What follows belongs to an exercise in optimizing a design on an open flow for small area and a short achievable clock period; a production flow would make more cautious choices.
RTL that was checked went through simulation tests only; none was proved equivalent to the original.
The RTL of run 1 was laid out without a check of its function.
Power figures rest on the tool's default switching activity, not on a simulated workload.

==> flow/design.v <==
module riscv_pipe(
    input         clk,
    input         res,
    output [31:0] imem_addr,
    input  [31:0] imem_rdata,
    output [31:0] dmem_addr,
    output [31:0] dmem_wdata,
    output        dmem_we,
    output        dmem_re,
    input  [31:0] dmem_rdata,
    output        wb_we,
    output [4:0]  wb_rd,
    output [31:0] wb_data
);
    reg [31:0] pc;           
    reg [31:0] ir;           
    reg [31:0] op1_x;        
    reg [31:0] op2_x;        
    reg [31:0] sd_x;         
    reg [4:0]  rd_x;
    reg        rw_x, ld_x, st_x, br_x;
    reg        sub_x, log_x;
    reg [1:0]  lop_x;        
    reg [31:0] t_x;          
    reg        tinc_x, tdec_x;
    reg [31:0] alu_m;        
    reg [31:0] sd_m;
    reg [4:0]  rd_m;
    reg        rw_m, ld_m, st_m;
    reg [31:0] t_m;          
    reg        pcsrc;
    reg [31:0] sumpc;
    reg [31:0] wd;           
    reg [4:0]  rd_w;
    reg        rw_w;
    reg [31:0] rf [0:31];
    always @(posedge clk)
        if (res)
            pc <= 32'd0;
        else
            pc <= pcsrc ? sumpc : pc + 32'd4;
    always @(posedge clk)
        if (res)
            {ir[24:15], ir[11:0]} <= 22'd0;
        else
            {ir[24:15], ir[11:0]} <= {imem_rdata[24:15], imem_rdata[11:0]};
    always @(posedge clk) begin
        ir[31:25] <= imem_rdata[31:25];
        ir[14:12] <= imem_rdata[14:12];
    end
    wire [6:0] opc = ir[6:0];
    wire [4:0] rs1 = ir[19:15];
    wire [4:0] rs2 = ir[24:20];
    wire [2:0] f3  = ir[14:12];
    wire [6:0] f7  = ir[31:25];
    wire is_r  = opc == 7'b0110011;
    wire is_i  = opc == 7'b0010011;
    wire is_ld = opc == 7'b0000011;
    wire is_st = opc == 7'b0100011;
    wire is_br = opc == 7'b1100011;
    reg [6:0] imm7;
    always @(*)
        case (opc)
            7'b0000011, 7'b0001111, 7'b0011011, 7'b1100111, 7'b1110011, 7'b0010011:
                imm7 = ir[26:20];
            7'b0100011: imm7 = {ir[26:25], ir[11:7]};
            7'b1100011, 7'b1101111: imm7 = {ir[26:25], ir[11:8], 1'b0};
            default:    imm7 = 7'd0;
        endcase
    reg a_sub, a_log;
    reg [1:0] a_lop;
    always @(*) begin
        a_sub = 1'b0; a_log = 1'b0; a_lop = 2'b00;
        if (is_br)
            a_sub = 1'b1;
        else if (is_r) begin
            if (f7 == 7'b0000000 && f3 == 3'b000) ;
            else if (f7 == 7'b0100000 && f3 == 3'b000) a_sub = 1'b1;
            else if (f7 == 7'b0000000 && f3 == 3'b110) begin a_log = 1'b1; a_lop = 2'b01; end
            else if (f7 == 7'b0000000 && f3 == 3'b100) begin a_log = 1'b1; a_lop = 2'b10; end
            else a_log = 1'b1;
        end else if (is_i) begin
            if (f3 == 3'b000) ;
            else if (f3 == 3'b110) begin a_log = 1'b1; a_lop = 2'b01; end
            else if (f3 == 3'b100) begin a_log = 1'b1; a_lop = 2'b10; end
            else a_log = 1'b1;
        end
    end
    wire [31:0] wd_next = ld_m ? dmem_rdata : alu_m;
    wire fwd1 = rd_m == rs1;
    wire fwd2 = rd_m == rs2;
    wire alusrc = is_i | is_ld | is_st;
    wire [31:0] rdata1 = rf[rs1];
    wire [31:0] rdata2 = rf[rs2];
    wire [31:0] opnd2  = fwd2 ? wd_next : alusrc ? {25'd0, imm7} : rdata2;
    wire [7:0] toff = {1'b0, imm7} - 8'd12;
    wire [8:0] tlo  = {1'b0, pc[7:0]} + {1'b0, toff};
    always @(posedge clk)
        if (res) begin
            rd_x <= 5'd0; rw_x <= 1'b0; ld_x <= 1'b0; st_x <= 1'b0; br_x <= 1'b0;
            log_x <= 1'b1; lop_x <= 2'b11;
        end else begin
            rd_x   <= ir[11:7];
            rw_x   <= is_r | is_i | is_ld;
            ld_x   <= is_ld;
            st_x   <= is_st;
            br_x   <= is_br;
            log_x  <= a_log;
            lop_x  <= a_lop;
        end
    always @(posedge clk) begin
        op1_x  <= fwd1 ? wd_next : rdata1;
        op2_x  <= a_sub ? ~opnd2 : opnd2;
        sd_x   <= rdata2;
        sub_x  <= a_sub;
        t_x    <= {pc[31:8], tlo[7:0]};
        tinc_x <= tlo[8] & ~toff[7];
        tdec_x <= ~tlo[8] & toff[7];
    end
    wire [32:0] sum33 = {op1_x, 1'b1} + {op2_x, sub_x};
    wire [31:0] sum = sum33[32:1];
    reg  [31:0] logic_r;
    always @(*)
        case (lop_x)
            2'b00:   logic_r = op1_x & op2_x;
            2'b01:   logic_r = op1_x | op2_x;
            2'b10:   logic_r = op1_x ^ op2_x;
            default: logic_r = 32'd0;
        endcase
    wire [31:0] alu = log_x ? logic_r : sum;
    always @(posedge clk)
        if (res) begin
            rd_m <= 5'd1; rw_m <= 1'b0; ld_m <= 1'b0; st_m <= 1'b0;
        end else begin
            rd_m  <= rd_x;
            rw_m  <= rw_x;
            ld_m  <= ld_x;
            st_m  <= st_x;
        end
    always @(posedge clk) begin
        alu_m <= alu;
        t_m   <= {t_x[31:8] + {{23{tdec_x}}, tdec_x | tinc_x}, t_x[7:0]};
        sd_m  <= sd_x;
    end
    always @(posedge clk)
        if (res)
            pcsrc <= 1'b0;
        else
            pcsrc <= br_x & ~|alu_m;
    always @(posedge clk)
        sumpc <= t_m;
    always @(posedge clk)
        if (res)
            rw_w <= 1'b0;
        else
            rw_w <= rw_m;
    always @(posedge clk) begin
        wd   <= wd_next;
        rd_w <= rd_m;
    end
    wire [31:0] wdr = res ? 32'd0 : wd;
    genvar g;
    generate
        for (g = 0; g < 32; g = g + 1) begin : regs
            wire we = res | (rw_w & (rd_w == g));
            always @(posedge clk)
                if (we)
                    rf[g] <= wdr;
        end
    endgenerate
    assign imem_addr  = pc;
    assign dmem_addr  = alu_m;
    assign dmem_wdata = sd_m;
    assign dmem_we    = st_m;
    assign dmem_re    = ld_m;
    assign wb_we      = rw_w;
    assign wb_rd      = rd_w;
    assign wb_data    = wd;
endmodule
==> flow/run.sh <==
#!/bin/bash
# synth_recipe.tcl (not shown) runs the flow's synth.tcl, then flattens the netlist and writes it again
# the make line also repeats each setting of config.mk as NAME=value (left out here)
make -C /OpenROAD-flow-scripts/flow DESIGN_CONFIG=/design/flow/config.mk WORK_HOME=/design/flow/orfs CLKGATE_MAP_FILE= SYNTH_SCRIPT=/design/flow/synth_recipe.tcl finish
==> flow/config.mk <==
export PLATFORM = sky130hd
export DESIGN_NAME = riscv_pipe
export DESIGN_NICKNAME = riscv_pipe
export VERILOG_FILES = /design/flow/design.v
export SDC_FILE = /design/flow/constraint.sdc
export NUM_CORES = 4
export LEC_CHECK = 0
export CAP_MARGIN = 20
export CORE_MARGIN = 2
export CORE_UTILIZATION = 40
export SLEW_MARGIN = 20
==> flow/constraint.sdc <==
create_clock -name core_clock -period 7.0 [get_ports {clk}]
set_input_delay 1.4000 -clock core_clock [delete_from_list [all_inputs] [get_ports {clk}]]
set_output_delay 1.4000 -clock core_clock [all_outputs]
set_load 0.01 [all_outputs]
==> summary.txt, run 1 <==
Run status
  – Status: no timing/DRC/antenna violations

Setup path
  – WP data arrival: 5.33 ns
  – Crit path capture type: flop
  – CP Capture Point: op2_x[17]
  – Critical-path maximum fanout: 25
  – Worst Setup SP: ir[22]
  – Critical R2R Launch: ir[22]
  – Flop2flop setup slack: 2.34 ns
  – Worst path required time: 7.67 ns
  – Worst Reg-to-Reg Cells: 9
  – RR Endpoint: op2_x[17]
  – Worst Setup Start Kind: flop
  – Setup CP Type: flop to flop

GRT
  – Total GRT Usage: 34.86%
  – Vias in the first global route: 46025
  – First-pass GRT wire length: 367200 um
  – Largest net degree at the start of global routing: 61
  – Remaining global-route overflow: 0
  – Initial antenna violation count: 24

Yosys
  – Mapped Cells: 4772
  – Predominant post-synthesis flop cell: edfxtp_1
  – Yosys reg bits: 1406
  – Mux contribution to synthesized area: 2.041%
  – Syn_nets: 4939
  – Register area share after synthesis: 64.77%
  – Simple-gate share of the synthesized area: 10.56%
  – Async set-reset flop share out of synthesis: 0%
  – Compound-Gate Fraction of Synth Area: 16.11%
  – Post-Synth Adder-Cell Area: 2.170%
  – Post-synthesis average cell area: 12.42 um2
  – Xor/xnor share of the synthesized area: 1.625%
  – Distinct cell type count after synthesis: 79
  – Mapped cell area: 59280 um2
  – Main combinational cell family by area after synthesis: compound AO/OA/AOI/OAI gates
  – Post-synth EDFFs: 1024
  – Synth warnings: 2

Flow run
  – Maxcap violations: 0

Floorplan
  – Die Span Y: 389.0 um
  – I/O pin total: 202
  – Die X: 389.0 um
  – Starting Density: 40.19%
  – Core Rows: 141
  – Full die area: 151300 um2
  – Core area: 147500 um2

Cells and area
  – Final std cells w/o fill: 7044
  – Area Overhead vs Synth: 16.89%
  – Fillers: 13094
  – Final #Nets: 5136
  – Share of cells above drive strength 1: 11.26%

Timing
  – Slew margin rel.: 10.41%
  – Final slew viol count: 0
  – Final setup vio count: 0
  – TNS Setup: 0 ns
  – Clk_skew: 0.04025 ns
  – Final min period: 4.659 ns
  – Hold Vio Cnt, Final: 0
  – RSZ-0062 raised after global routing: false
  – Timing-limited maximum frequency: 0.2146 GHz
  – Worst Tran Pin Value: 1.341 ns
  – Fin crit share: 66.55%

Clock network
  – Sink Count: 1406
  – Clk slew on worst S/H paths: 0.06 ns
  – CTS tree: built
  – # H-tree levels: 4
  – Setup bufs post-CTS: 0
  – Num CTS Buffers: 145
  – Hold buffers post-CTS: 0
  – Cts repair resizes: 0
  – Clk latency of the worst-skew pair: 0.81 ns
  – Max clock buf depth: 3
  – Root buf cell: clkbuf_16

Placed design
  – Dpl hpwl: 158300 um
  – RePlAce Congestion: 0.9860
  – # placed instances: 6752
  – IO Port Bufs: 201

Route
  – Drt total wl: 272000 um
  – Final ANT Viol Nets: 0
  – Via count: 49183
  – DRT Pass-1 Iters: 10
  – Iter 0 DRT Violations: 11104
  – Drt via density: 6.982
  – Routed len/inst: 38.62 um
  – DRC viols: 0

Worst hold path
  – Worst hold path class: flop to flop

Power
  – Cell Pwr Density: 347.8 nW/um2
  – Peak supply drop: 0.1717 mV
  – Total leakage power: 25.36 nW
-- worst max-delay path: stages (launching register included) --
cell,delay (ns)
dfxtp_1,1.00
nand3b_1,0.54
nor2_4,0.90
buf_4,0.56
a22oi_1,0.16
nand2_1,0.13
nor3_1,0.05
a21oi_1,0.74
a22oi_1,0.24
xnor2_1,0.18
-- layer usage --
metal	part of all wire, %	track usage (%)
met5	0.12	1.053
met4	8.2	21.81
met3	17	14.64
met2	40	49.52
met1	34	43.69
-- synth_stat cells, types with 19 or more instances --
library cell / count / area [um2]
nor3_1: 80 / 400.4
dfxtp_1: 382 / 7647
edfxtp_1: 1024 / 30750
o22ai_1: 28 / 175.2
clkbuf_1: 205 / 769.5
inv_1: 97 / 364.1
xor2_1: 46 / 402.9
xnor2_1: 64 / 560.5
nor2b_1: 81 / 506.7
mux2_2: 55 / 619.3
nand3_1: 149 / 745.7
nor4_1: 67 / 419.2
ha_1: 98 / 1226
o21ai_0: 75 / 375.4
nor2_1: 207 / 777.0
buf_2: 73 / 365.4
nand2_1: 450 / 1689
nand4_1: 114 / 713.2
a21oi_1: 195 / 975.9
and3_1: 25 / 156.4
mux2i_1: 59 / 590.6
nor2_2: 19 / 118.9
a22oi_1: 910 / 6832
-- layout by cell type, fill, tap and decap left out, types with 46 or more instances in the layout --
cell,n
clkbuf_16,152
mux2_2,55
nand3_1,148
nor4_1,67
inv_1,96
ha_1,98
edfxtp_1,1024
dfxtp_1,378
xnor2_1,64
o21ai_0,66
xor2_1,46
a22oi_1,910
nor2_1,160
nand2_1,435
nor3_1,80
nor2b_1,63
nand4_1,114
clkdlybuf4s50_1,200
buf_4,147
nor2_4,65
mux2i_1,59
a21oi_1,195
-- stage by stage --
stage          utilization, %  total power, mW  setup WS [ns]  instance area (um2)  hold WS [ns]
5_1_grt                 46.96            24.63          2.451                69270        0.3211
2_1_floorplan               -            13.61          2.324                59280        0.3096
3_3_place_gp            43.61            15.94          2.529                64310        0.3104
3_5_place_dp            43.62            15.96          2.724                64340        0.3121
6_report                46.98            24.10          2.341                69290        0.3114
4_1_cts                 46.91            23.82          2.730                69190        0.3104
-- layout make-up --
| class | instances | area (um2) | area share, % |
|---|---|---|---|
| clock inverters | 78 | 809.5 | 1.168 |
| multi-input cells | 2971 | 20070 | 28.97 |
| diodes | 24 | 60.06 | 0.08668 |
| inverters | 97 | 366.6 | 0.5291 |
| clock buffers | 190 | 4046 | 5.840 |
| flip-flops and latches | 1406 | 38400 | 55.42 |
| repair buffers | 348 | 3117 | 4.498 |
| well taps | 1930 | 2415 | 3.485 |
-- registers in the layout, indices dropped and copies added, names as in the netlist, 5 cells and up --
name / flops
rf: 1024
rd_w: 5
alu_m: 32
sd_x: 32
op2_x: 32
t_m: 32
wd: 32
sd_m: 32
pc: 32
sumpc: 32
rd_x: 5
ir: 32
rd_m: 5
op1_x: 32
t_x: 32
-- logic make-up after synthesis --
logic type,count (synthesis)
fa+ha+maj,101
compound gates,1356
simple gates,1290
buf+inv,395
mux,114
flops,1406
xor+xnor,110
-- power by group --
part	internal [mW]	switching [mW]
registers	10.9	1.26
logic	1.39	2.57
clock network	4.58	3.42
-- how the worst min path moves through the flow --
stage               startpoint        to  slack, ns  depth (start not counted)
detailed placement    sd_x[29]  sd_m[29]       0.31                          0
finish                  t_m[5]  sumpc[5]       0.31                          0
floorplan              sd_x[0]   sd_m[0]       0.31                          0
global placement        t_m[5]  sumpc[5]       0.31                          0
CTS                     t_m[5]  sumpc[5]       0.31                          0
global route            t_x[2]    t_m[2]       0.32                          0
==> inputs of run 2 (changes only) <==
--- a/flow/design.v
+++ b/flow/design.v
@@ -15,6 +15,6 @@
     reg [31:0] pc;           
     reg [31:0] ir;           
-    reg [31:0] op1_x;        
-    reg [31:0] op2_x;        
+    reg [31:0] oh1, oh2;     
+    reg [31:0] p_x, g_x;     
     reg [31:0] sd_x;         
     reg [4:0]  rd_x;
@@ -22,6 +22,6 @@
     reg        sub_x, log_x;
     reg [1:0]  lop_x;        
-    reg [31:0] t_x;          
-    reg        tinc_x, tdec_x;
+    reg [31:0] pc_x;         
+    reg [7:0]  toff_x;       
     reg [31:0] alu_m;        
     reg [31:0] sd_m;
@@ -35,9 +35,30 @@
     reg        rw_w;
     reg [31:0] rf [0:31];
+    function [31:0] ks_sum;
+        input [31:0] p, g;
+        input        cin;
+        reg   [31:0] gc, pc_, gn, pn;
+        integer      d, b;
+        begin
+            gc = {g[31:1], g[0] | (p[0] & cin)};
+            pc_ = p;
+            for (d = 1; d < 32; d = d * 2) begin
+                gn = gc;
+                pn = pc_;
+                for (b = d; b < 32; b = b + 1) begin
+                    gn[b] = gc[b] | (pc_[b] & gc[b-d]);
+                    pn[b] = pc_[b] & pc_[b-d];
+                end
+                gc = gn;
+                pc_ = pn;
+            end
+            ks_sum = p ^ {gc[30:0], cin};
+        end
+    endfunction
     always @(posedge clk)
         if (res)
             pc <= 32'd0;
         else
-            pc <= pcsrc ? sumpc : pc + 32'd4;
+            pc <= pcsrc ? sumpc : ks_sum(pc ^ 32'd4, pc & 32'd4, 1'b0);
     always @(posedge clk)
         if (res)
@@ -45,4 +66,12 @@
         else
             {ir[24:15], ir[11:0]} <= {imem_rdata[24:15], imem_rdata[11:0]};
+    always @(posedge clk)
+        if (res) begin
+            oh1 <= 32'd0;
+            oh2 <= 32'd0;
+        end else begin
+            oh1 <= 32'd1 << imem_rdata[19:15];
+            oh2 <= 32'd1 << imem_rdata[24:20];
+        end
     always @(posedge clk) begin
         ir[31:25] <= imem_rdata[31:25];
@@ -91,9 +120,17 @@
     wire fwd2 = rd_m == rs2;
     wire alusrc = is_i | is_ld | is_st;
-    wire [31:0] rdata1 = rf[rs1];
-    wire [31:0] rdata2 = rf[rs2];
+    reg [31:0] rdata1, rdata2;
+    integer i;
+    always @(*) begin
+        rdata1 = 32'd0;
+        rdata2 = 32'd0;
+        for (i = 0; i < 32; i = i + 1) begin
+            rdata1 = rdata1 | ({32{oh1[i]}} & rf[i]);
+            rdata2 = rdata2 | ({32{oh2[i]}} & rf[i]);
+        end
+    end
     wire [31:0] opnd2  = fwd2 ? wd_next : alusrc ? {25'd0, imm7} : rdata2;
-    wire [7:0] toff = {1'b0, imm7} - 8'd12;
-    wire [8:0] tlo  = {1'b0, pc[7:0]} + {1'b0, toff};
+    wire [31:0] opnd1  = fwd1 ? wd_next : rdata1;
+    wire [31:0] opnd2s = a_sub ? ~opnd2 : opnd2;
     always @(posedge clk)
         if (res) begin
@@ -110,23 +147,22 @@
         end
     always @(posedge clk) begin
-        op1_x  <= fwd1 ? wd_next : rdata1;
-        op2_x  <= a_sub ? ~opnd2 : opnd2;
+        p_x    <= opnd1 ^ opnd2s;
+        g_x    <= opnd1 & opnd2s;
         sd_x   <= rdata2;
         sub_x  <= a_sub;
-        t_x    <= {pc[31:8], tlo[7:0]};
-        tinc_x <= tlo[8] & ~toff[7];
-        tdec_x <= ~tlo[8] & toff[7];
-    end
-    wire [32:0] sum33 = {op1_x, 1'b1} + {op2_x, sub_x};
-    wire [31:0] sum = sum33[32:1];
+        pc_x   <= pc;
+        toff_x <= {1'b0, imm7} - 8'd12;
+    end
+    wire [31:0] sum = ks_sum(p_x, g_x, sub_x);
     reg  [31:0] logic_r;
     always @(*)
         case (lop_x)
-            2'b00:   logic_r = op1_x & op2_x;
-            2'b01:   logic_r = op1_x | op2_x;
-            2'b10:   logic_r = op1_x ^ op2_x;
+            2'b00:   logic_r = g_x;
+            2'b01:   logic_r = p_x | g_x;
+            2'b10:   logic_r = p_x;
             default: logic_r = 32'd0;
         endcase
     wire [31:0] alu = log_x ? logic_r : sum;
+    wire [31:0] toff32 = {{24{toff_x[7]}}, toff_x};
     always @(posedge clk)
         if (res) begin
@@ -140,5 +176,5 @@
     always @(posedge clk) begin
         alu_m <= alu;
-        t_m   <= {t_x[31:8] + {{23{tdec_x}}, tdec_x | tinc_x}, t_x[7:0]};
+        t_m   <= ks_sum(pc_x ^ toff32, pc_x & toff32, 1'b0);
         sd_m  <= sd_x;
     end
@@ -159,9 +195,12 @@
         rd_w <= rd_m;
     end
-    wire [31:0] wdr = res ? 32'd0 : wd;
+    reg res_q;
+    always @(posedge clk)
+        res_q <= res;
+    wire [31:0] wdr = res_q ? 32'd0 : wd;
     genvar g;
     generate
         for (g = 0; g < 32; g = g + 1) begin : regs
-            wire we = res | (rw_w & (rd_w == g));
+            wire we = res_q | (rw_w & (rd_w == g));
             always @(posedge clk)
                 if (we)
==> flow/flow/run.sh (new file) <==
#!/bin/bash
# The standard ORFS layout (standard.sh), with these make variables changed:
#  - the port buffers are buf_2 cells (the default pick is a slow delay buffer)
#  - repair may resize a cell into one of another footprint
#  - clock tree synthesis inserts no dummy loads
# make's output goes to flow_make.log; each ORFS step logs to orfs/logs/.
set -o pipefail
bash standard.sh MATCH_CELL_FOOTPRINT=0 \
    "BUFFER_PORTS_ARGS=-buffer_cell sky130_fd_sc_hd__buf_2" \
    "CTS_ARGS=-sink_clustering_enable -repair_clock_nets -dont_use_dummy_load" \
    finish > flow_make.log 2>&1
==> flow/standard.sh (new file) <==
#!/bin/bash
# synth_recipe.tcl (not shown) runs the flow's synth.tcl, then flattens the netlist and writes it again
# the make line also repeats each setting of config.mk as NAME=value (left out here)
make -C /OpenROAD-flow-scripts/flow DESIGN_CONFIG=/design/flow/config.mk WORK_HOME=/design/flow/orfs CLKGATE_MAP_FILE= SYNTH_SCRIPT=/design/flow/synth_recipe.tcl "${@:-finish}"
--- a/flow/config.mk
+++ b/flow/config.mk
@@ -8,4 +8,6 @@
 export CAP_MARGIN = 20
 export CORE_MARGIN = 2
-export CORE_UTILIZATION = 40
+export CORE_UTILIZATION = 50
+export SETUP_SLACK_MARGIN = 4.3
 export SLEW_MARGIN = 20
+export TNS_END_PERCENT = 5
removed: flow/run.sh
==> summary.txt, run 2 <==
Flow run
  – Maxcap violations: 0 (unchanged)

Cells and area
  – Reg with most FFs: rf
  – Final #Nets: 4635 (-9.8%)
  – Design Area, Final: 66760 um2 (-3.6%)
  – Share of cells above drive strength 1: 17.67% (+6.4 points)
  – Max FFs per register: 1024 (unchanged)
  – Final Util: 57.53% (+11 points)
  – Area Overhead vs Synth: 14.25%
  – Most common cell after layout, fill and taps aside: edfxtp_1
  – Most frequent cells in the layout: edfxtp_1, a22oi_1, dfxtp_1

Yosys
  – Post-synth EDFFs: 1024 (unchanged)
  – Distinct cell type count after synthesis: 72 (-8.9%)
  – Xor/xnor share of the synthesized area: 1.739% (+0.11 points)
  – Top cells by count, synth: edfxtp_1, a22oi_1, dfxtp_1, clkbuf_1, nor2_1
  – Main combinational cell family by area after synthesis: compound AO/OA/AOI/OAI gates
  – Register area share after synthesis: 68.14% (+3.4 points)
  – Post-Synth Adder-Cell Area: 1.469% (-0.70 points)
  – Mux contribution to synthesized area: 0.7516% (-1.3 points)
  – Largest area contributor in the netlist: edfxtp_1
  – Compound-Gate Fraction of Synth Area: 18.08% (+2.0 points)
  – Mapped cell area: 58430 um2 (-1.4%)
  – Synth warnings: 2 (unchanged)
  – Synth top area share: 52.62% (+0.75 points)
  – Syn_nets: 4412 (-11%)
  – Area contributors post-synth: edfxtp_1, dfxtp_1, a22oi_1, a221oi_1, a22o_1
  – Most common cell in the netlist: edfxtp_1
  – Yosys reg bits: 1477 (+5.0%)
  – Simple-gate share of the synthesized area: 7.877% (-2.7 points)
  – Mapped Cells: 4278 (-10%)
  – Post-synthesis average cell area: 13.66 um2 (+10%)
  – Predominant post-synthesis flop cell: edfxtp_1
  – Async set-reset flop share out of synthesis: 0% (unchanged)

Floorplan
  – Die Span Y: 345.9 um (-11%)
  – Starting Density: 50.35% (+10 points)
  – I/O pin total: 202 (unchanged)
  – Full die area: 119600 um2 (-21%)
  – Die X: 345.9 um (-11%)
  – Core area: 116000 um2 (-21%)
  – Core Rows: 125 (-11%)

Timing
  – Fin crit share: 43.39% (-23 points)
  – Hold Vio Cnt, Final: 0 (unchanged)
  – Final setup vio count: 0 (unchanged)
  – Final slew viol count: 0 (unchanged)
  – Clk_skew: 0.05295 ns (+0.01270 ns)
  – Hold_ws: 0.3094 ns (-0.002022 ns)
  – Final min period: 3.037 ns (-1.622 ns)
  – TNS Setup: 0 ns (unchanged)
  – Worst Tran Pin Value: 1.206 ns (-0.1349 ns)
  – RSZ-0062 raised after global routing: true
  – Slew margin rel.: 19.25% (+8.8 points)
  – Timing-limited maximum frequency: 0.3293 GHz (+53%)

Placed design
  – Dpl hpwl: 132500 um (-16%)
  – IO Port Bufs: 201 (unchanged)
  – RePlAce Congestion: 0.9603 (-2.6%)
  – DP Area: 61580 um2 (-4.3%)

Setup path
  – CP Capture Point: p_x[0]
  – Critical R2R Launch: oh1[24]
  – Worst Setup Start Kind: flop
  – WP data arrival: 3.70 ns (-1.63 ns)
  – RR Endpoint: p_x[0]
  – Flop2flop setup slack: 3.96 ns (+1.62 ns)
  – Buf+Inv Stages, Crit Path: 1 (unchanged)
  – Crit path max-delay family: simple AND/OR/NAND/NOR gates
  – Setup CP Type: flop to flop
  – Worst Reg-to-Reg Cells: 7 (-2)
  – Critical path cell sequence: buf_4 -> a22o_1 -> a221oi_1 -> nand4_1 -> nor3_1 -> a21oi_1 -> ha_1
  – Critical path's slowest cell: nor3_1
  – WP depth: 7 (-2)
  – Worst path required time: 7.66 ns (about the same)
  – Crit path capture type: flop
  – Max stage delay on crit path: 0.64 ns (-0.36 ns)
  – Worst Setup SP: oh1[24]
  – Critical-path maximum fanout: 22 (-12%)

Power
  – Total leakage power: 23.99 nW (-5.4%)
  – Cell Pwr Density: 313.4 nW/um2 (-9.9%)
  – Peak supply drop: 0.2740 mV (+60%)

Route
  – Routed len/inst: 42.82 um (+11%)
  – DRC viols: 0 (unchanged)
  – DRT Pass-1 Iters: 13 (+3)
  – Final ANT Viol Nets: 0 (unchanged)
  – Via count: 46924 (-4.6%)
  – Drt total wl: 258400 um (-5.0%)
  – Iter 0 DRT Violations: 10941 (-1.5%)
  – Drt via density: 7.777 (+11%)

Clock network
  – CTS tree: built
  – Clk latency of the worst-skew pair: 0.80 ns (about the same)
  – Root buf cell: clkbuf_16
  – Hold buffers post-CTS: 0 (unchanged)
  – Sink Count: 1477 (+5.0%)
  – Clk slew on worst S/H paths: 0.06 ns (about the same)
  – Num CTS Buffers: 150 (+3.4%)
  – Max clock buf depth: 3 (unchanged)
  – # H-tree levels: 4 (unchanged)

Run status
  – Status: no timing/DRC/antenna violations

GRT
  – Initial antenna violation count: 16 (-33%)
  – First-pass GRT wire length: 346000 um (-5.8%)
  – Largest net degree at the start of global routing: 63 (+3.3%)
  – Remaining global-route overflow: 0 (unchanged)
  – Total GRT Usage: 41.80% (+6.9 points)
  – Vias in the first global route: 42945 (-6.7%)

Worst hold path
  – Worst hold path class: flop to flop
## run 2: cell count changes in the layout (fill, tap and decap cells not counted), sizes merged, moves of 45 or more
cell | before | now
a21oi | 196 | 129
inv | 109 | 24
clkinv | 45 | 0
nand2 | 450 | 95
a221oi | 4 | 152
dfxtp | 382 | 453
a22oi | 910 | 780
clkdlybuf4s50 | 200 | 0
mux2i | 59 | 9
buf | 148 | 341
a22o | 6 | 150
## run 2: how the worst min path moves through the flow
stage | cells after the start | from | slack (ns) | to
floorplan | 0 | sd_x[0] | 0.31 | sd_m[0]
global placement | 0 | t_m[4] | 0.31 | sumpc[4]
detailed placement | 0 | t_m[18] | 0.31 | sumpc[18]
CTS | 0 | t_m[18] | 0.30 | sumpc[18]
global route | 0 | t_m[18] | 0.30 | sumpc[18]
finish | 0 | t_m[18] | 0.31 | sumpc[18]
## run 2: cells by family (layout without fill, tap and decap cells)
logic type | Yosys count | after routing
buffers and inverters | 296 | 517
muxes | 40 | 40
adders and majority gates | 68 | 68
and+or+nand+nor | 875 | 875
xor gates and xnor gates | 116 | 116
AOI/OAI and AO/OA | 1406 | 1406
DFF | 1477 | 1477
other | 0 | 11
## run 2: where the power goes
part           leakage, nW  total [mW]  internal (mW)  switching (mW)
clock                 1.85        6.82           3.74            3.08
sequential            14.3        11.9           10.9            1.00
combinational         7.88        2.23          0.717            1.52
total                 24.0        20.9           15.3            5.60
## run 2: area by class of cell
| cell class | count | area (um2) |
|---|---|---|
| repair buffers | 342 | 2412 |
| fillers | 9207 | 49280 |
| multi-input cells | 2505 | 18530 |
| clock buffers | 150 | 3754 |
| inverters | 25 | 97.59 |
| diodes | 11 | 27.53 |
| flip-flops and latches | 1477 | 40040 |
| well taps | 1524 | 1907 |
## run 2: worst register-to-register path: stages, from the launching register on
cell and delay, ns:
dfxtp_2 0.57, buf_4 0.51, a22o_1 0.32, a221oi_1 0.32, nand4_1 0.14, nor3_1 0.64
a21oi_1 0.14, ha_1 0.32
## run 2: per-stage QoR
stage | setup WS [ns] | instances | total power [mW]
after floorplan | 4.168 | 4278 | 12.60
after global placement | 3.883 | 5841 | 13.92
after detailed placement | 3.851 | 5841 | 13.93
after CTS | 4.160 | 5999 | 20.66
after global routing | 4.189 | 6023 | 21.38
final | 3.963 | 6034 | 20.92
## run 2: routing by layer
layer | track usage (%) | share of wire, %
met5 | 0.3601 | 0.22
met4 | 22.88 | 7.5
met3 | 20.71 | 18
met2 | 57.90 | 40
met1 | 53.23 | 34
## run 2: repair_timing
item                       CTS  global route
setup endpoints to repair  165           171
gates resized for setup    124           133
setup buffers                7            22
pin swaps                   13            29
cloned                       1             0
==> inputs of run 3 (changes only) <==
--- a/flow/design.v
+++ b/flow/design.v
@@ -29,4 +29,5 @@
     reg        rw_m, ld_m, st_m;
     reg [31:0] t_m;          
+    reg        tinc_m, tdec_m;
     reg        pcsrc;
     reg [31:0] sumpc;
@@ -164,5 +165,6 @@
         endcase
     wire [31:0] alu = log_x ? logic_r : sum;
-    wire [31:0] toff32 = {{24{toff_x[7]}}, toff_x};
+    wire [31:0] toff16 = {16'd0, {8{toff_x[7]}}, toff_x};
+    wire [31:0] tlo    = ks_sum({16'd0, pc_x[15:0]} ^ toff16, {16'd0, pc_x[15:0]} & toff16, 1'b0);
     always @(posedge clk)
         if (res) begin
@@ -176,5 +178,7 @@
     always @(posedge clk) begin
         alu_m <= alu;
-        t_m   <= ks_sum(pc_x ^ toff32, pc_x & toff32, 1'b0);
+        t_m    <= {pc_x[31:16], tlo[15:0]};
+        tinc_m <= tlo[16] & ~toff_x[7];
+        tdec_m <= ~tlo[16] & toff_x[7];
         sd_m  <= sd_x;
     end
@@ -184,6 +188,12 @@
         else
             pcsrc <= br_x & ~|alu_m;
-    always @(posedge clk)
-        sumpc <= t_m;
+    reg [15:0] thi;
+    integer j;
+    always @(*)
+        for (j = 0; j < 16; j = j + 1)
+            thi[j] = t_m[16+j] ^ ((tinc_m & (&(t_m[16+:16] | ~(16'hFFFF >> (16-j))))) |
+                                  (tdec_m & ~(|(t_m[16+:16] & (16'hFFFF >> (16-j))))));
+    always @(posedge clk)
+        sumpc <= {thi, t_m[15:0]};
     always @(posedge clk)
         if (res)
==> flow/flow/run.sh (replaced) <==
#!/bin/bash
# The standard ORFS layout (standard.sh), with these make variables changed:
#  - the port buffers are buf_2 cells (the default pick is a slow delay buffer)
#  - repair may resize a cell into one of another footprint
#  - clock tree synthesis inserts no dummy loads and clusters up to 24
#    flip-flops within 60 um per leaf buffer
# make's output goes to flow_make.log; each ORFS step logs to orfs/logs/.
set -o pipefail
bash standard.sh MATCH_CELL_FOOTPRINT=0 \
    "BUFFER_PORTS_ARGS=-buffer_cell sky130_fd_sc_hd__buf_2" \
    "CTS_ARGS=-sink_clustering_enable -repair_clock_nets -dont_use_dummy_load -sink_clustering_size 24 -sink_clustering_max_diameter 60" \
    finish > flow_make.log 2>&1
--- a/flow/config.mk
+++ b/flow/config.mk
@@ -8,5 +8,6 @@
 export CAP_MARGIN = 20
 export CORE_MARGIN = 2
-export CORE_UTILIZATION = 50
+export CORE_UTILIZATION = 45
+export PLACE_DENSITY = 0.55
 export SETUP_SLACK_MARGIN = 4.3
 export SLEW_MARGIN = 20
==> summary.txt, run 3 <==
Clock network
  – Sink Count: 1479 (+0.14%)
  – Clk slew on worst S/H paths: 0.09 ns (+0.03 ns)
  – # H-tree levels: 3 (-1)
  – Max clock buf depth: 3 (unchanged)
  – Num CTS Buffers: 113 (-25%)
  – Clk latency of the worst-skew pair: 0.77 ns (-0.03 ns)
  – Hold buffers post-CTS: 0 (unchanged)
  – CTS tree: built
  – Root buf cell: clkbuf_16

Cells and area
  – Area Overhead vs Synth: 12.70%
  – Most frequent cells in the layout: edfxtp_1, a22oi_1, dfxtp_1
  – Reg with most FFs: rf
  – Multi-input gate area: 17840 um2 (-3.7%)
  – Final #Nets: 4563 (-1.6%)
  – Max FFs per register: 1024 (unchanged)
  – Most common cell after layout, fill and taps aside: edfxtp_1
  – FF+latch area: 40070 um2 (about the same)
  – Fillers: 10858 (+18%)
  – Design Area, Final: 65410 um2 (-2.0%)
  – Share of cells above drive strength 1: 16.57% (-1.1 points)

Timing
  – Timing-limited maximum frequency: 0.3414 GHz (+3.7%)
  – Fin crit share: 41.84% (-1.5 points)
  – RSZ-0062 raised after global routing: true
  – Fin worst setup slack: 4.071 ns (+0.1081 ns)
  – Final setup vio count: 0 (unchanged)
  – TNS Setup: 0 ns (unchanged)
  – Final min period: 2.929 ns (-0.1081 ns)
  – Worst Tran Pin Value: 1.189 ns (-0.01722 ns)
  – Slew margin rel.: 20.76% (+1.5 points)
  – Final slew viol count: 0 (unchanged)
  – Hold Vio Cnt, Final: 0 (unchanged)
  – Clk_skew: 0.05684 ns (+0.003893 ns)

Placed design
  – RePlAce Congestion: 0.9385 (-2.3%)
  – IO Port Bufs: 201 (unchanged)
  – Pre-CTS WS: 3.880 ns (+0.02931 ns)
  – DP Area: 61450 um2 (-0.21%)
  – Dpl hpwl: 136700 um (+3.2%)

Run status
  – Status: no timing/DRC/antenna violations

GRT
  – Largest net degree at the start of global routing: 70 (+11%)
  – Remaining global-route overflow: 0 (unchanged)
  – Total GRT Usage: 38.02% (-3.8 points)
  – First-pass GRT wire length: 343600 um (-0.67%)
  – Vias in the first global route: 41735 (-2.8%)
  – Initial antenna violation count: 9 (-7)

Route
  – Max layer used: met5
  – Via count: 45282 (-3.5%)
  – Wire length on met1: 91680 um (+3.5%)
  – Routed len/inst: 42.30 um (-1.2%)
  – Final ANT Viol Nets: 0 (unchanged)
  – Drt total wl: 258600 um (about the same)
  – Metal3 WL: 45850 um (-4.0%)
  – DRT Pass-1 Iters: 11 (-2)
  – Iter 0 DRT Violations: 10843 (-0.90%)
  – Drt via density: 7.407 (-4.7%)
  – Wire length on met2: 104100 um (+1.9%)
  – DRC viols: 0 (unchanged)

Setup path
  – Flop2flop setup slack: 4.07 ns (+0.11 ns)
  – WP data arrival: 3.57 ns (-0.13 ns)
  – Worst Setup SP: oh1[17]
  – Crit path capture type: flop
  – RR Endpoint: p_x[12]
  – Critical R2R Launch: oh1[17]
  – Worst path required time: 7.64 ns (-0.02 ns)
  – Setup CP Type: flop to flop
  – CP Capture Point: p_x[12]
  – Worst Reg-to-Reg Cells: 7 (unchanged)
  – Worst Setup Start Kind: flop
  – Critical-path maximum fanout: 20 (-9.1%)

Worst hold path
  – Hold path cells: 0 (unchanged)
  – Worst hold path class: flop to flop

Yosys
  – Synth top area share: 52.98% (+0.36 points)
  – Yosys reg bits: 1479 (+0.14%)
  – Distinct cell type count after synthesis: 76 (+5.6%)
  – Async set-reset flop share out of synthesis: 0% (unchanged)
  – Post-synthesis average cell area: 13.64 um2 (-0.12%)
  – Mapped cell area: 58040 um2 (-0.68%)
  – Mapped Cells: 4254 (-0.56%)
  – Area contributors post-synth: edfxtp_1, dfxtp_1, a22oi_1, a22o_1, a221oi_1
  – Most common cell in the netlist: edfxtp_1
  – Largest area contributor in the netlist: edfxtp_1
  – Top cells by count, synth: edfxtp_1, a22oi_1, dfxtp_1, clkbuf_1, nor2_1
  – Register area share after synthesis: 68.67% (+0.53 points)
  – Syn_nets: 4373 (-0.88%)
  – Synth warnings: 2 (unchanged)
  – Post-synth EDFFs: 1024 (unchanged)
  – Predominant post-synthesis flop cell: edfxtp_1

Power
  – Peak supply drop: 0.1922 mV (-30%)
  – Seq pwr share: 60.0% (+3.3 points)
  – Pwr Total: 19.97 mW (-4.6%)
  – Combinational power share: 11.4% (+0.7 points)
  – Clock Power Share: 28.6% (-4.0 points)
  – Switch share: 27.59% (+0.84 points)
  – Total leakage power: 23.18 nW (-3.4%)
  – Cell Pwr Density: 305.3 nW/um2 (-2.6%)
  – Sw power: 5.509 mW (-1.6%)
  – Cell Int Power: 14.46 mW (-5.7%)

Floorplan
  – I/O pin total: 202 (unchanged)
  – Core area: 127800 um2 (+10%)
  – Die Span Y: 363.1 um (+5.0%)
  – Core Rows: 131 (+4.8%)
  – Full die area: 131900 um2 (+10%)
  – Starting Density: 45.40% (-5.0 points)
  – Die X: 363.1 um (+5.0%)

Flow run
  – Maxcap violations: 0 (unchanged)
-- run 3: changes by cell type in the layout (fill, tap and decap cells not counted), moves of 9 or more --
cell	before	now
clkbuf_16	151	115
nand2_1	94	119
inv_1	23	43
a221oi_1	147	128
a22o_1	150	134
nor3_1	49	37
a21o_1	19	9
a22oi_1	780	790
ha_1	60	50
nand2b_1	24	14
nor2_1	190	199
xnor2_1	69	78
-- run 3: area by class of cell --
| type | count | area share [%] |
|---|---|---|
| antenna | 9 | 0.03443 |
| sequential | 1479 | 61.26 |
| inverter | 43 | 0.2468 |
| multi-input combinational | 2465 | 27.28 |
| tap | 1662 | 3.179 |
| clock buffer | 113 | 4.323 |
| timing repair buffer | 342 | 3.677 |
-- run 3: kinds of logic after synthesis --
logic type	after synthesis	synth area share, %
buffers and inverters	310	2.046
flip-flops	1479	68.67
AO/OA/AOI/OAI	1362	17.52
adder cells (fa/ha/maj)	53	1.155
AND/OR/NAND/NOR	885	7.953
XOR/XNOR	122	1.841
multiplexers	43	0.8106
-- run 3: layer usage --
layer,up-vias,track usage [%]
met1,22030,48.69
met5,-,0
li1,17391,-
met3,1214,19.40
met2,4631,53.10
met4,16,18.03
-- run 3: power groups by stage --
stage | combinational (mW) | clock [mW] | sequential [mW]
after floorplan | 1.07 | 0 | 11.6
final | 2.28 | 5.72 | 12.0
after detailed placement | 2.05 | 0 | 12.1
after CTS | 2.11 | 5.74 | 11.9
after global placement | 2.03 | 0 | 12.1
after global routing | 2.41 | 6.05 | 12.0
-- run 3: repair_timing --
item                                    in CTS  in global routing
endpoints found under the setup margin     151                163
gates cloned                                 1                  1
resized for setup                           94                117
buffers inserted                             5                 13
pin swaps                                    7                 16
-- run 3: worst max-delay path, cell delays in order, from the launching register on --
cell,delay (ns)
dfxtp_2,0.57
buf_4,0.46
a22o_1,0.29
a221oi_1,0.28
nand3_1,0.15
nor4_1,0.59
a21oi_1,0.16
ha_1,0.29
-- run 3: worst min-delay path by stage --
stage / from / end
after global placement: pc_x[24] / t_m[24]
after global routing: t_m[15] / sumpc[15]
final: t_m[15] / sumpc[15]
after floorplan: sd_x[0] / sd_m[0]
after detailed placement: sd_x[20] / sd_m[20]
after CTS: t_m[15] / sumpc[15]
-- run 3: per-stage QoR --
step	cells	hold slack (ns)	util, %
2_1_floorplan	4254	0.3096	-
3_3_place_gp	5970	0.3096	48.06
3_5_place_dp	5970	0.3121	48.06
4_1_cts	6089	0.2760	50.58
5_1_grt	6105	0.2728	51.15
6_report	6113	0.2771	51.16
==> inputs of run 4 (changes only) <==
--- a/flow/design.v
+++ b/flow/design.v
@@ -35,4 +35,6 @@
     reg [4:0]  rd_w;
     reg        rw_w;
+    reg [3:0]  weh_w;        
+    reg [7:0]  wel_w;        
     reg [31:0] rf [0:31];
     function [31:0] ks_sum;
@@ -197,23 +199,27 @@
         sumpc <= {thi, t_m[15:0]};
     always @(posedge clk)
-        if (res)
-            rw_w <= 1'b0;
-        else
-            rw_w <= rw_m;
-    always @(posedge clk) begin
-        wd   <= wd_next;
-        rd_w <= rd_m;
+        if (res) begin
+            rw_w  <= 1'b0;
+            weh_w <= 4'd0;
+            wd    <= 32'd0;
+        end else begin
+            rw_w  <= rw_m;
+            weh_w <= rw_m ? 4'd1 << rd_m[4:3] : 4'd0;
+            wd    <= wd_next;
+        end
+    always @(posedge clk) begin
+        rd_w  <= rd_m;
+        wel_w <= 8'd1 << rd_m[2:0];
     end
     reg res_q;
     always @(posedge clk)
         res_q <= res;
-    wire [31:0] wdr = res_q ? 32'd0 : wd;
     genvar g;
     generate
         for (g = 0; g < 32; g = g + 1) begin : regs
-            wire we = res_q | (rw_w & (rd_w == g));
+            wire we = res_q | (weh_w[g/8] & wel_w[g%8]);
             always @(posedge clk)
                 if (we)
-                    rf[g] <= wdr;
+                    rf[g] <= wd;
         end
     endgenerate
==> summary.txt, run 4 <==
Yosys
  – Post-synthesis average cell area: 13.84 um2 (+1.4%)
  – Mux contribution to synthesized area: 0.7353% (-0.075 points)
  – Top cells by count, synth: edfxtp_1, a22oi_1, dfxtp_1, clkbuf_1, a221oi_1
  – Synth warnings: 2 (unchanged)
  – Area contributors post-synth: edfxtp_1, dfxtp_1, a22oi_1, a221oi_1, a22o_1
  – Post-Synth Adder-Cell Area: 1.156% (about the same)
  – Post-synth EDFFs: 1024 (unchanged)
  – Register area share after synthesis: 69.11% (+0.43 points)
  – Async set-reset flop share out of synthesis: 0% (unchanged)
  – Compound-Gate Fraction of Synth Area: 17.84% (+0.32 points)
  – Predominant post-synthesis flop cell: edfxtp_1
  – Distinct cell type count after synthesis: 71 (-6.6%)
  – Synth top area share: 53.00% (about the same)
  – Xor/xnor share of the synthesized area: 1.796% (-0.045 points)
  – Most common cell in the netlist: edfxtp_1
  – Mapped Cells: 4193 (-1.4%)
  – Main combinational cell family by area after synthesis: compound AO/OA/AOI/OAI gates
  – Largest area contributor in the netlist: edfxtp_1
  – Mapped cell area: 58020 um2 (about the same)
  – Simple-gate share of the synthesized area: 7.416% (-0.54 points)
  – Yosys reg bits: 1491 (+0.81%)
  – Syn_nets: 4312 (-1.4%)

Power
  – Peak supply drop: 0.1817 mV (-5.5%)
  – Total leakage power: 23.85 nW (+2.9%)
  – Seq pwr share: 58.9% (-1.1 points)
  – Combinational power share: 12.7% (+1.3 points)
  – Clock Power Share: 28.3% (-0.3 points)
  – Cell Int Power: 14.77 mW (+2.2%)
  – Cell Pwr Density: 308.1 nW/um2 (+0.93%)
  – Switch share: 27.88% (+0.29 points)
  – Sw power: 5.711 mW (+3.7%)

Cells and area
  – Final std cells w/o fill: 6129 (+0.26%)
  – Design Area, Final: 66470 um2 (+1.6%)
  – Area Overhead vs Synth: 14.56%
  – Final #Nets: 4585 (+0.48%)
  – Share of cells above drive strength 1: 17.97% (+1.4 points)
  – Reg with most FFs: rf
  – Max FFs per register: 1024 (unchanged)
  – Most frequent cells in the layout: edfxtp_1, a22oi_1, dfxtp_1
  – Fillers: 10722 (-1.3%)
  – Most common cell after layout, fill and taps aside: edfxtp_1

Route
  – Drt via density: 7.497 (+1.2%)
  – DRT Pass-1 Iters: 10 (-1)
  – Iter 0 DRT Violations: 10199 (-5.9%)
  – Via count: 45952 (+1.5%)
  – Routed len/inst: 43.61 um (+3.1%)
  – DRC viols: 0 (unchanged)
  – Final ANT Viol Nets: 0 (unchanged)
  – Drt total wl: 267300 um (+3.4%)

Timing
  – Worst Tran Pin Value: 1.173 ns (-0.01604 ns)
  – Final setup vio count: 0 (unchanged)
  – Final min period: 2.910 ns (-0.01895 ns)
  – Final slew viol count: 0 (unchanged)
  – Clk_skew: 0.09057 ns (+0.03373 ns)
  – Timing-limited maximum frequency: 0.3437 GHz (+0.65%)
  – Fin worst setup slack: 4.090 ns (+0.01895 ns)
  – RSZ-0062 raised after global routing: true
  – Hold_ws: 0.3023 ns (+0.02514 ns)
  – Slew margin rel.: 21.83% (+1.1 points)
  – TNS Setup: 0 ns (unchanged)
  – Fin crit share: 41.57% (-0.27 points)
  – Hold Vio Cnt, Final: 0 (unchanged)

Clock network
  – # H-tree levels: 3 (unchanged)
  – Num CTS Buffers: 115 (+1.8%)
  – Sink Count: 1491 (+0.81%)
  – CTS tree: built
  – Root buf cell: clkbuf_16
  – Hold buffers post-CTS: 0 (unchanged)
  – Max clock buf depth: 3 (unchanged)
  – Clk slew on worst S/H paths: 0.09 ns (about the same)
  – Clk latency of the worst-skew pair: 0.80 ns (+0.03 ns)

GRT
  – Total GRT Usage: 38.96% (+0.94 points)
  – First-pass GRT wire length: 351200 um (+2.2%)
  – Initial antenna violation count: 16 (+7)
  – Largest net degree at the start of global routing: 109 (+56%)
  – Vias in the first global route: 42126 (+0.94%)
  – Remaining global-route overflow: 0 (unchanged)

Floorplan
  – Die X: 363.1 um (about the same)
  – Core Rows: 131 (unchanged)
  – I/O pin total: 202 (unchanged)
  – Starting Density: 45.44% (+0.046 points)
  – Full die area: 131800 um2 (about the same)
  – Core area: 127700 um2 (-0.13%)
  – Die Span Y: 363.1 um (about the same)

Worst hold path
  – Worst hold path class: flop to flop
  – Hold path cells: 0 (unchanged)
  – Hold Crit Endpoint: sumpc[10]
  – Hold_sp: t_m[10]

Flow run
  – Maxcap violations: 0 (unchanged)

Placed design
  – DP Area: 61290 um2 (-0.26%)
  – IO Port Bufs: 201 (unchanged)
  – RePlAce Congestion: 0.9426 (+0.44%)
  – # placed instances: 5917 (-0.89%)
  – Pre-CTS WS: 3.610 ns (-0.2707 ns)
  – Dpl hpwl: 139900 um (+2.3%)

Setup path
  – Worst Reg-to-Reg Cells: 7 (unchanged)
  – Critical R2R Launch: oh1[26]
  – Buf+Inv Stages, Crit Path: 1 (unchanged)
  – Setup CP Type: flop to flop
  – Critical path's slowest cell: nor4_2
  – Worst path required time: 7.68 ns (+0.04 ns)
  – Flop2flop setup slack: 4.09 ns (+0.02 ns)
  – Worst Setup Start Kind: flop
  – WP data arrival: 3.59 ns (+0.02 ns)
  – Max stage delay on crit path: 0.71 ns (+0.12 ns)
  – Critical path cell sequence: buf_4 -> a22o_1 -> a221oi_1 -> nand4_1 -> nor4_2 -> a21oi_1 -> ha_1
  – Crit path max-delay family: simple AND/OR/NAND/NOR gates
  – Critical-path maximum fanout: 22 (+10%)
  – RR Endpoint: p_x[31]
  – WP depth: 7 (unchanged)
  – Crit path capture type: flop

Run status
  – Status: no timing/DRC/antenna violations
run 4: changes by cell type in the layout (fill, tap and decap cells not counted), moves of 25 or more:
cell / change
nor2b_4: -28
xor2_1: +28
nand4_1: +30
nand3_1: -61
mux2_2: -27
a21oi_1: +64
buf_4: +44
a22o_1: +72
mux2i_1: +25
nand2_1: -39
xnor2_1: -31
a22oi_1: -157
a221oi_1: +78
run 4: cell type report:
cell class	instances	area, um2	share of cell area (%)
Timing Repair Buffer	429	3611	5.433
Clock buffer	115	2878	4.329
Inverter	27	101.3	0.1525
Antenna cell	3	7.507	0.01129
Tap cell	1662	2079	3.129
Sequential cell	1491	40360	60.73
Multi-Input combinational cell	2402	17430	26.22
run 4: metrics by stage:
stage | total power, mW | util (%)
2_1_floorplan | 12.83 | -
3_3_place_gp | 14.23 | 48.00
3_5_place_dp | 14.23 | 48.00
4_1_cts | 19.99 | 50.70
5_1_grt | 20.98 | 52.05
6_report | 20.48 | 52.06
run 4: routing by layer:
metal,track usage [%],vias up,share of wire [%]
met1,49.12,22351,35
met4,21.75,22,7.6
met2,55.45,4782,40
met5,0,-,0.085
met3,17.71,1351,18
li1,-,17446,-
run 4: repair_timing:
item	4_1_cts	5_1_grt
setup endpoints to repair	154	173
pin swaps	1	32
gates resized for setup	117	236
gates cloned	1	14
buffers inserted	20	58
run 4: cells by family after synthesis:
logic type / after synthesis
DFF: 1491
AOI/OAI and AO/OA: 1380
and+or+nand+nor: 808
buffers and inverters: 300
xor gates and xnor gates: 119
adders and majority gates: 53
muxes: 42
run 4: worst max-delay path by stage:
stage | endpoint | startpoint | slack [ns]
3_5_place_dp | alu_m[24] | p_x[0] | 3.61
5_1_grt | alu_m[20] | p_x[0] | 4.09
2_1_floorplan | alu_m[24] | p_x[0] | 4.33
6_report | p_x[31] | oh1[26] | 4.09
3_3_place_gp | alu_m[24] | p_x[0] | 3.68
4_1_cts | p_x[11] | oh1[23] | 4.02
run 4: power groups by stage:
stage	Clock [mW]	Combinational (mW)	Sequential, mW
2_1_floorplan	0	0.900	11.9
3_3_place_gp	0	1.94	12.3
3_5_place_dp	0	1.96	12.3
4_1_cts	5.83	2.14	12.0
5_1_grt	6.14	2.71	12.1
6_report	5.81	2.61	12.1
==> inputs of run 5 (changes only) <==
--- a/flow/config.mk
+++ b/flow/config.mk
@@ -12,3 +12,3 @@
 export SETUP_SLACK_MARGIN = 4.3
 export SLEW_MARGIN = 20
-export TNS_END_PERCENT = 5
+export TNS_END_PERCENT = 100
==> summary.txt, run 5 <==
Run status
  – Status: no timing/DRC/antenna violations

Yosys
  – Post-synthesis average cell area: 13.84 um2 (unchanged)
  – Largest area contributor in the netlist: edfxtp_1
  – Distinct cell type count after synthesis: 71 (unchanged)
  – Syn_nets: 4312 (unchanged)
  – Predominant post-synthesis flop cell: edfxtp_1
  – Most common cell in the netlist: edfxtp_1
  – Async set-reset flop share out of synthesis: 0% (unchanged)
  – Register area share after synthesis: 69.11% (unchanged)
  – Mapped Cells: 4193 (unchanged)
  – Top cells by count, synth: edfxtp_1, a22oi_1, dfxtp_1, clkbuf_1, a221oi_1
  – Synth warnings: 2 (unchanged)
  – Synth top area share: 53.00% (unchanged)
  – Area contributors post-synth: edfxtp_1, dfxtp_1, a22oi_1, a221oi_1, a22o_1
  – Post-synth EDFFs: 1024 (unchanged)
  – Yosys reg bits: 1491 (unchanged)
  – Mapped cell area: 58020 um2 (unchanged)

Setup path
  – Max stage delay on crit path: 0.73 ns (+0.02 ns)
  – Critical path's slowest cell: nor4_4
  – Worst Setup Start Kind: flop
  – Critical path cell sequence: buf_6 -> a221oi_1 -> nand4_1 -> nor4_4 -> a21oi_1 -> ha_1
  – Worst path required time: 7.65 ns (-0.03 ns)
  – Crit path capture type: flop
  – Worst Reg-to-Reg Cells: 6 (-1)
  – WP data arrival: 3.48 ns (-0.11 ns)
  – Flop2flop setup slack: 4.17 ns (+0.08 ns)
  – Critical R2R Launch: oh1[3]
  – Critical-path maximum fanout: 23 (+4.5%)
  – Buf+Inv Stages, Crit Path: 1 (unchanged)
  – RR Endpoint: p_x[17]
  – Setup CP Type: flop to flop
  – Crit path max-delay family: simple AND/OR/NAND/NOR gates

Route
  – Drt total wl: 279300 um (+4.5%)
  – Drt via density: 7.613 (+1.5%)
  – Routed len/inst: 44.61 um (+2.3%)
  – Iter 0 DRT Violations: 10681 (+4.7%)
  – Via count: 47656 (+3.7%)
  – DRC viols: 0 (unchanged)
  – Final ANT Viol Nets: 0 (unchanged)
  – DRT Pass-1 Iters: 14 (+4)

Power
  – Switch share: 28.20% (+0.32 points)
  – Combinational power share: 13.7% (+1.0 points)
  – Cell Pwr Density: 301.3 nW/um2 (-2.2%)
  – Pwr Total: 20.72 mW (+1.1%)
  – Clock Power Share: 28.2% (about the same)
  – Peak supply drop: 0.1887 mV (+3.9%)
  – Total leakage power: 24.88 nW (+4.3%)
  – Sw power: 5.842 mW (+2.3%)
  – Seq pwr share: 58.1% (-0.8 points)
  – Cell Int Power: 14.87 mW (+0.69%)

Placed design
  – IO Port Bufs: 201 (unchanged)
  – RePlAce Congestion: 0.9426 (unchanged)
  – Dpl hpwl: 139900 um (unchanged)

Cells and area
  – Most frequent cells in the layout: edfxtp_1, a22oi_1, dfxtp_1
  – Most common cell after layout, fill and taps aside: edfxtp_1
  – Max FFs per register: 1024 (unchanged)
  – Fillers: 10534 (-1.8%)
  – FF+latch area: 40490 um2 (+0.31%)
  – Share of cells above drive strength 1: 22.38% (+4.4 points)
  – Multi-input gate area: 17790 um2 (+2.1%)
  – Final #Nets: 4705 (+2.6%)
  – Final Util: 53.85% (+1.8 points)
  – Area Overhead vs Synth: 18.49%
  – Reg with most FFs: rf

GRT
  – Met1 usage: 50.35% (+1.2 points)
  – Vias in the first global route: 43351 (+2.9%)
  – Met2 GRT Util: 56.15% (+0.70 points)
  – Gr busiest metal: met2
  – Met3 usage: 20.23% (+2.5 points)
  – First-pass GRT wire length: 363200 um (+3.4%)
  – Initial antenna violation count: 17 (+1)
  – Total GRT Usage: 40.51% (+1.6 points)
  – Largest net degree at the start of global routing: 109 (unchanged)
  – Remaining global-route overflow: 0 (unchanged)

Timing
  – Clk_skew: 0.09793 ns (+0.007360 ns)
  – TNS Setup: 0 ns (unchanged)
  – RSZ-0062 raised after global routing: true
  – Worst Tran Pin Value: 1.224 ns (+0.05109 ns)
  – Final min period: 2.827 ns (-0.08273 ns)
  – Final slew viol count: 0 (unchanged)
  – Fin crit share: 40.39% (-1.2 points)
  – Hold Vio Cnt, Final: 0 (unchanged)
  – Timing-limited maximum frequency: 0.3537 GHz (+2.9%)
  – Slew margin rel.: 18.42% (-3.4 points)
  – Final setup vio count: 0 (unchanged)

Worst hold path
  – Hold path cells: 0 (unchanged)
  – Hold Crit Endpoint: sumpc[10]
  – Worst hold path class: flop to flop
  – Hold_sp: t_m[10]

Clock network
  – Sink Count: 1491 (unchanged)
  – Clk latency of the worst-skew pair: 0.80 ns (about the same)
  – # H-tree levels: 3 (unchanged)
  – Max clock buf depth: 3 (unchanged)
  – Num CTS Buffers: 115 (unchanged)
  – Hold buffers post-CTS: 0 (unchanged)
  – Clk slew on worst S/H paths: 0.08 ns (about the same)
  – CTS tree: built
  – Root buf cell: clkbuf_16

Flow run
  – Maxcap violations: 0 (unchanged)

Floorplan
  – Starting Density: 45.44% (unchanged)
  – Die Span Y: 363.1 um (unchanged)
  – I/O pin total: 202 (unchanged)
  – Full die area: 131800 um2 (unchanged)
  – Die X: 363.1 um (unchanged)
  – Core area: 127700 um2 (unchanged)
  – Core Rows: 131 (unchanged)
run 5: cell counts after synthesis:
Identical to the previous run, type by type.
run 5: metrics by stage:
step / hold WS [ns] / cells / worst slack (ns) / cell area, um2
after floorplan: 0.3096 / 4193 / 4.325 / 58030
after global placement: 0.3100 / 5917 / 3.679 / 61290
after detailed placement: 0.3121 / 5917 / 3.610 / 61290
after CTS: 0.3022 / 6184 / 4.081 / 67190
after global routing: 0.3096 / 6246 / 4.121 / 68720
final: 0.3017 / 6260 / 4.173 / 68750
run 5: metal layers:
layer / wire length [um] / part of all wire [%]
met5: 440 / 0.16
met4: 24140 / 8.6
met1: 94660 / 34
met3: 50880 / 18
met2: 109200 / 39
run 5: area by class of cell:
type,instances,share of cell area (%)
Antenna cell,14,0.05096
Clock buffer,115,4.186
Timing Repair Buffer,549,7.825
Multi-Input combinational cell,2402,25.87
Tap cell,1662,3.025
Inverter,27,0.1474
Sequential cell,1491,58.89
run 5: logic make-up (layout without fill, tap and decap cells):
| family | Yosys count | after routing | synth area share (%) |
|---|---|---|---|
| AO/OA/AOI/OAI | 1380 | 1380 | 17.84 |
| XOR/XNOR | 119 | 119 | 1.796 |
| adder cells (fa/ha/maj) | 53 | 53 | 1.156 |
| buffers and inverters | 300 | 691 | 1.952 |
| flip-flops | 1491 | 1491 | 69.11 |
| multiplexers | 42 | 42 | 0.7353 |
| other | 0 | 14 | 0 |
| AND/OR/NAND/NOR | 808 | 808 | 7.416 |
run 5: power groups by stage:
stage	registers [mW]	clock network (mW)	logic (mW)
after floorplan	11.9	0	0.900
after global placement	12.3	0	1.94
after detailed placement	12.3	0	1.96
after CTS	11.9	5.83	2.58
after global routing	12.1	6.14	2.91
final	12.0	5.84	2.83
run 5: worst max-delay path by stage:
stage,from,end,cells after the start
2_1_floorplan,p_x[0],alu_m[24],12
3_3_place_gp,p_x[0],alu_m[24],12
3_5_place_dp,p_x[0],alu_m[24],12
4_1_cts,wd[30],wb_data[30],1
5_1_grt,p_x[0],alu_m[24],14
6_report,oh1[3],p_x[17],6
run 5: timing repair:
action | 4_1_cts | 5_1_grt
pin swaps | 28 | 60
setup buffers | 127 | 51
gates resized for setup | 395 | 205
cloned | 25 | 10
setup endpoints to repair | 154 | 119
run 5: worst reg2reg max path, delay by kind of cell, from the launching register on:
kind / cells / cell delay, ns
buf+inv: 1 / 0.38
simple gates: 2 / 0.94
compound gates: 2 / 0.57
fa+ha+maj: 1 / 0.31
flops: 1 / 0.56
==> inputs of run 6 (changes only) <==
--- a/flow/design.v
+++ b/flow/design.v
@@ -16,4 +16,5 @@
     reg [31:0] ir;           
     reg [31:0] oh1, oh2;     
+    reg        fw1, fw2;     
     reg [31:0] p_x, g_x;     
     reg [31:0] sd_x;         
@@ -59,4 +60,9 @@
         end
     endfunction
+    wire [6:0] n_opc = imem_rdata[6:0];
+    wire n_st  = n_opc == 7'b0100011;
+    wire n_src = n_opc == 7'b0010011 || n_opc == 7'b0000011 || n_st;
+    wire nfw1  = rd_x != imem_rdata[19:15];
+    wire nfw2  = rd_x != imem_rdata[24:20];
     always @(posedge clk)
         if (res)
@@ -73,7 +79,11 @@
             oh1 <= 32'd0;
             oh2 <= 32'd0;
-        end else begin
-            oh1 <= 32'd1 << imem_rdata[19:15];
-            oh2 <= 32'd1 << imem_rdata[24:20];
+            fw1 <= 1'b0;
+            fw2 <= 1'b0;
+        end else begin
+            oh1 <= nfw1 ? 32'd1 << imem_rdata[19:15] : 32'd0;
+            oh2 <= (nfw2 & ~n_src) | n_st ? 32'd1 << imem_rdata[24:20] : 32'd0;
+            fw1 <= ~nfw1;
+            fw2 <= ~nfw2;
         end
     always @(posedge clk) begin
@@ -120,6 +130,4 @@
     end
     wire [31:0] wd_next = ld_m ? dmem_rdata : alu_m;
-    wire fwd1 = rd_m == rs1;
-    wire fwd2 = rd_m == rs2;
     wire alusrc = is_i | is_ld | is_st;
     reg [31:0] rdata1, rdata2;
@@ -133,6 +141,7 @@
         end
     end
-    wire [31:0] opnd2  = fwd2 ? wd_next : alusrc ? {25'd0, imm7} : rdata2;
-    wire [31:0] opnd1  = fwd1 ? wd_next : rdata1;
+    wire [31:0] opnd2  = (is_st ? 32'd0 : rdata2) | ({32{fw2}} & wd_next) |
+                         ({32{~fw2 & alusrc}} & {25'd0, imm7});
+    wire [31:0] opnd1  = rdata1 | ({32{fw1}} & wd_next);
     wire [31:0] opnd2s = a_sub ? ~opnd2 : opnd2;
     always @(posedge clk)
--- a/flow/config.mk
+++ b/flow/config.mk
@@ -12,3 +12,3 @@
 export SETUP_SLACK_MARGIN = 4.3
 export SLEW_MARGIN = 20
-export TNS_END_PERCENT = 100
+export TNS_END_PERCENT = 5
==> summary.txt, run 6 <==
Run status
  – Status: no timing/DRC/antenna violations

Clock network
  – # H-tree levels: 3 (unchanged)
  – Max clock buf depth: 3 (unchanged)
  – Clk latency of the worst-skew pair: 0.77 ns (-0.03 ns)
  – Num CTS Buffers: 115 (unchanged)
  – Clk slew on worst S/H paths: 0.07 ns (about the same)
  – Root buf cell: clkbuf_16
  – Sink Count: 1488 (-0.20%)
  – CTS tree: built

Route
  – Final ANT Viol Nets: 0 (unchanged)
  – Drt total wl: 272000 um (-2.6%)
  – Routed len/inst: 44.68 um (+0.16%)
  – Drt via density: 7.607 (about the same)
  – Iter 0 DRT Violations: 11871 (+11%)
  – DRC viols: 0 (unchanged)
  – DRT Pass-1 Iters: 13 (-1)
  – Via count: 46309 (-2.8%)

Yosys
  – Synth warnings: 2 (unchanged)
  – Syn_nets: 4277 (-0.81%)
  – Post-synthesis average cell area: 13.86 um2 (+0.19%)
  – Distinct cell type count after synthesis: 75 (+5.6%)
  – Predominant post-synthesis flop cell: edfxtp_1
  – Register area share after synthesis: 69.45% (+0.35 points)
  – Top cells by count, synth: edfxtp_1, a22oi_1, dfxtp_1, clkbuf_1, nor2_1
  – Post-synth EDFFs: 1024 (unchanged)
  – Async set-reset flop share out of synthesis: 0% (unchanged)
  – Area contributors post-synth: edfxtp_1, dfxtp_1, a22oi_1, nand4_1, clkbuf_1
  – Mapped cell area: 57650 um2 (-0.65%)
  – Synth top area share: 53.34% (+0.35 points)
  – Largest area contributor in the netlist: edfxtp_1
  – Mapped Cells: 4158 (-0.83%)
  – Yosys reg bits: 1488 (-0.20%)
  – Most common cell in the netlist: edfxtp_1

Cells and area
  – Final #Nets: 4529 (-3.7%)
  – Fillers: 10829 (+2.8%)
  – Reg with most FFs: rf
  – Final Util: 51.69% (-2.2 points)
  – Area Overhead vs Synth: 14.19%
  – Share of cells above drive strength 1: 16.29% (-6.1 points)
  – Max FFs per register: 1024 (unchanged)
  – Most common cell after layout, fill and taps aside: edfxtp_1
  – Final std cells w/o fill: 6088 (-2.7%)
  – Most frequent cells in the layout: edfxtp_1, a22oi_1, dfxtp_1
  – Design Area, Final: 65830 um2 (-4.3%)

Timing
  – TNS Setup: 0 ns (unchanged)
  – Fin worst setup slack: 4.102 ns (-0.07102 ns)
  – Final min period: 2.898 ns (+0.07102 ns)
  – Final setup vio count: 0 (unchanged)
  – Hold Vio Cnt, Final: 0 (unchanged)
  – Worst Tran Pin Value: 1.191 ns (-0.03279 ns)
  – Hold_ws: 0.3044 ns (+0.002662 ns)
  – Slew margin rel.: 20.61% (+2.2 points)
  – Fin crit share: 41.40% (+1.0 points)
  – Final slew viol count: 0 (unchanged)
  – RSZ-0062 raised after global routing: true
  – Clk_skew: 0.09660 ns (-0.001332 ns)
  – Timing-limited maximum frequency: 0.3450 GHz (-2.5%)

Placed design
  – DP Area: 60900 um2 (-0.64%)
  – IO Port Bufs: 201 (unchanged)
  – RePlAce Congestion: 0.9191 (-2.5%)
  – Pre-CTS WS: 3.714 ns (+0.1047 ns)
  – Dpl hpwl: 134800 um (-3.6%)
  – # placed instances: 5878 (-0.66%)

Floorplan
  – Die X: 361.9 um (-0.32%)
  – Starting Density: 45.27% (-0.18 points)
  – Core area: 127400 um2 (-0.26%)
  – Full die area: 131000 um2 (-0.64%)
  – Die Span Y: 361.9 um (-0.32%)
  – Core Rows: 131 (unchanged)
  – I/O pin total: 202 (unchanged)

Setup path
  – Buf+Inv Stages, Crit Path: 1 (unchanged)
  – Flop2flop setup slack: 4.10 ns (-0.07 ns)
  – WP data arrival: 3.56 ns (+0.08 ns)
  – Worst Setup Start Kind: flop
  – Critical-path maximum fanout: 32 (+39%)
  – Worst path required time: 7.66 ns (about the same)
  – Crit path capture type: flop
  – Critical path's slowest cell: or4_1
  – Critical path cell sequence: buf_4 -> a22oi_1 -> nand4_1 -> or4_1 -> a21oi_1 -> xnor2_1 -> ha_1
  – WP depth: 7 (+1)
  – Critical R2R Launch: oh2[5]
  – Setup CP Type: flop to flop
  – Max stage delay on crit path: 0.83 ns (+0.10 ns)
  – Worst Setup SP: oh2[5]
  – Worst Reg-to-Reg Cells: 7 (+1)
  – RR Endpoint: p_x[12]
  – Crit path max-delay family: simple AND/OR/NAND/NOR gates

Worst hold path
  – Worst hold path class: flop to flop
  – Hold_sp: t_m[6]
  – Hold Crit Endpoint: sumpc[6]
  – Hold path cells: 0 (unchanged)

Power
  – Peak supply drop: 0.2285 mV (+21%)
  – Cell Pwr Density: 291.4 nW/um2 (-3.3%)
  – Pwr Total: 19.19 mW (-7.4%)
  – Total leakage power: 23.30 nW (-6.3%)

GRT
  – Largest net degree at the start of global routing: 78 (-28%)
  – Vias in the first global route: 42334 (-2.3%)
  – Remaining global-route overflow: 0 (unchanged)
  – Initial antenna violation count: 20 (+3)
  – Total GRT Usage: 39.82% (-0.69 points)
  – First-pass GRT wire length: 356500 um (-1.8%)

Flow run
  – Maxcap violations: 0 (unchanged)
-- run 6: worst max path at each step --
stage	end	slack, ns
after CTS	wb_data[2]	4.06
after detailed placement	oh1[24]	3.71
final	p_x[12]	4.10
after global placement	oh2[28]	3.74
after global routing	wb_data[11]	4.10
after floorplan	oh2[28]	4.17
-- run 6: cell families after synthesis --
kind of cell | after synthesis | synth area share [%]
adder cells (fa/ha/maj) | 53 | 1.163
flip-flops | 1488 | 69.45
multiplexers | 40 | 0.7119
AND/OR/NAND/NOR | 793 | 7.343
buffers and inverters | 291 | 1.903
XOR/XNOR | 123 | 1.869
AO/OA/AOI/OAI | 1370 | 17.56
-- run 6: cell type report --
cell class | instances | area (um2) | area share (%)
antenna | 18 | 45.04 | 0.06843
clock buffer | 115 | 2878 | 4.372
inverter | 21 | 78.83 | 0.1197
multi-input combinational | 2379 | 16920 | 25.70
sequential | 1488 | 40280 | 61.20
tap | 1662 | 2079 | 3.159
timing repair buffer | 405 | 3546 | 5.387
-- run 6: layer usage --
metal / GRT usage (%) / wire length (um) / vias up
li1: - / - / 17295
met1: 50.57 / 94150 / 22477
met2: 54.89 / 106400 / 5103
met3: 20.90 / 51630 / 1416
met4: 20.47 / 19560 / 18
met5: 0.1110 / 321 / -
-- run 6: what timing repair did --
action	4_1_cts	5_1_grt
endpoints found under the setup margin	158	152
gates resized for setup	129	134
pin swaps	1	10
hold buffers	0	0
buffers inserted	32	25
gates cloned	14	6
-- run 6: where the power goes --
group / leakage (nW) / total [mW] / switching, mW / internal [mW]
combinational: 7.52 / 2.03 / 1.40 / 0.638
clock: 1.42 / 5.84 / 2.97 / 2.87
sequential: 14.4 / 11.3 / 0.751 / 10.6
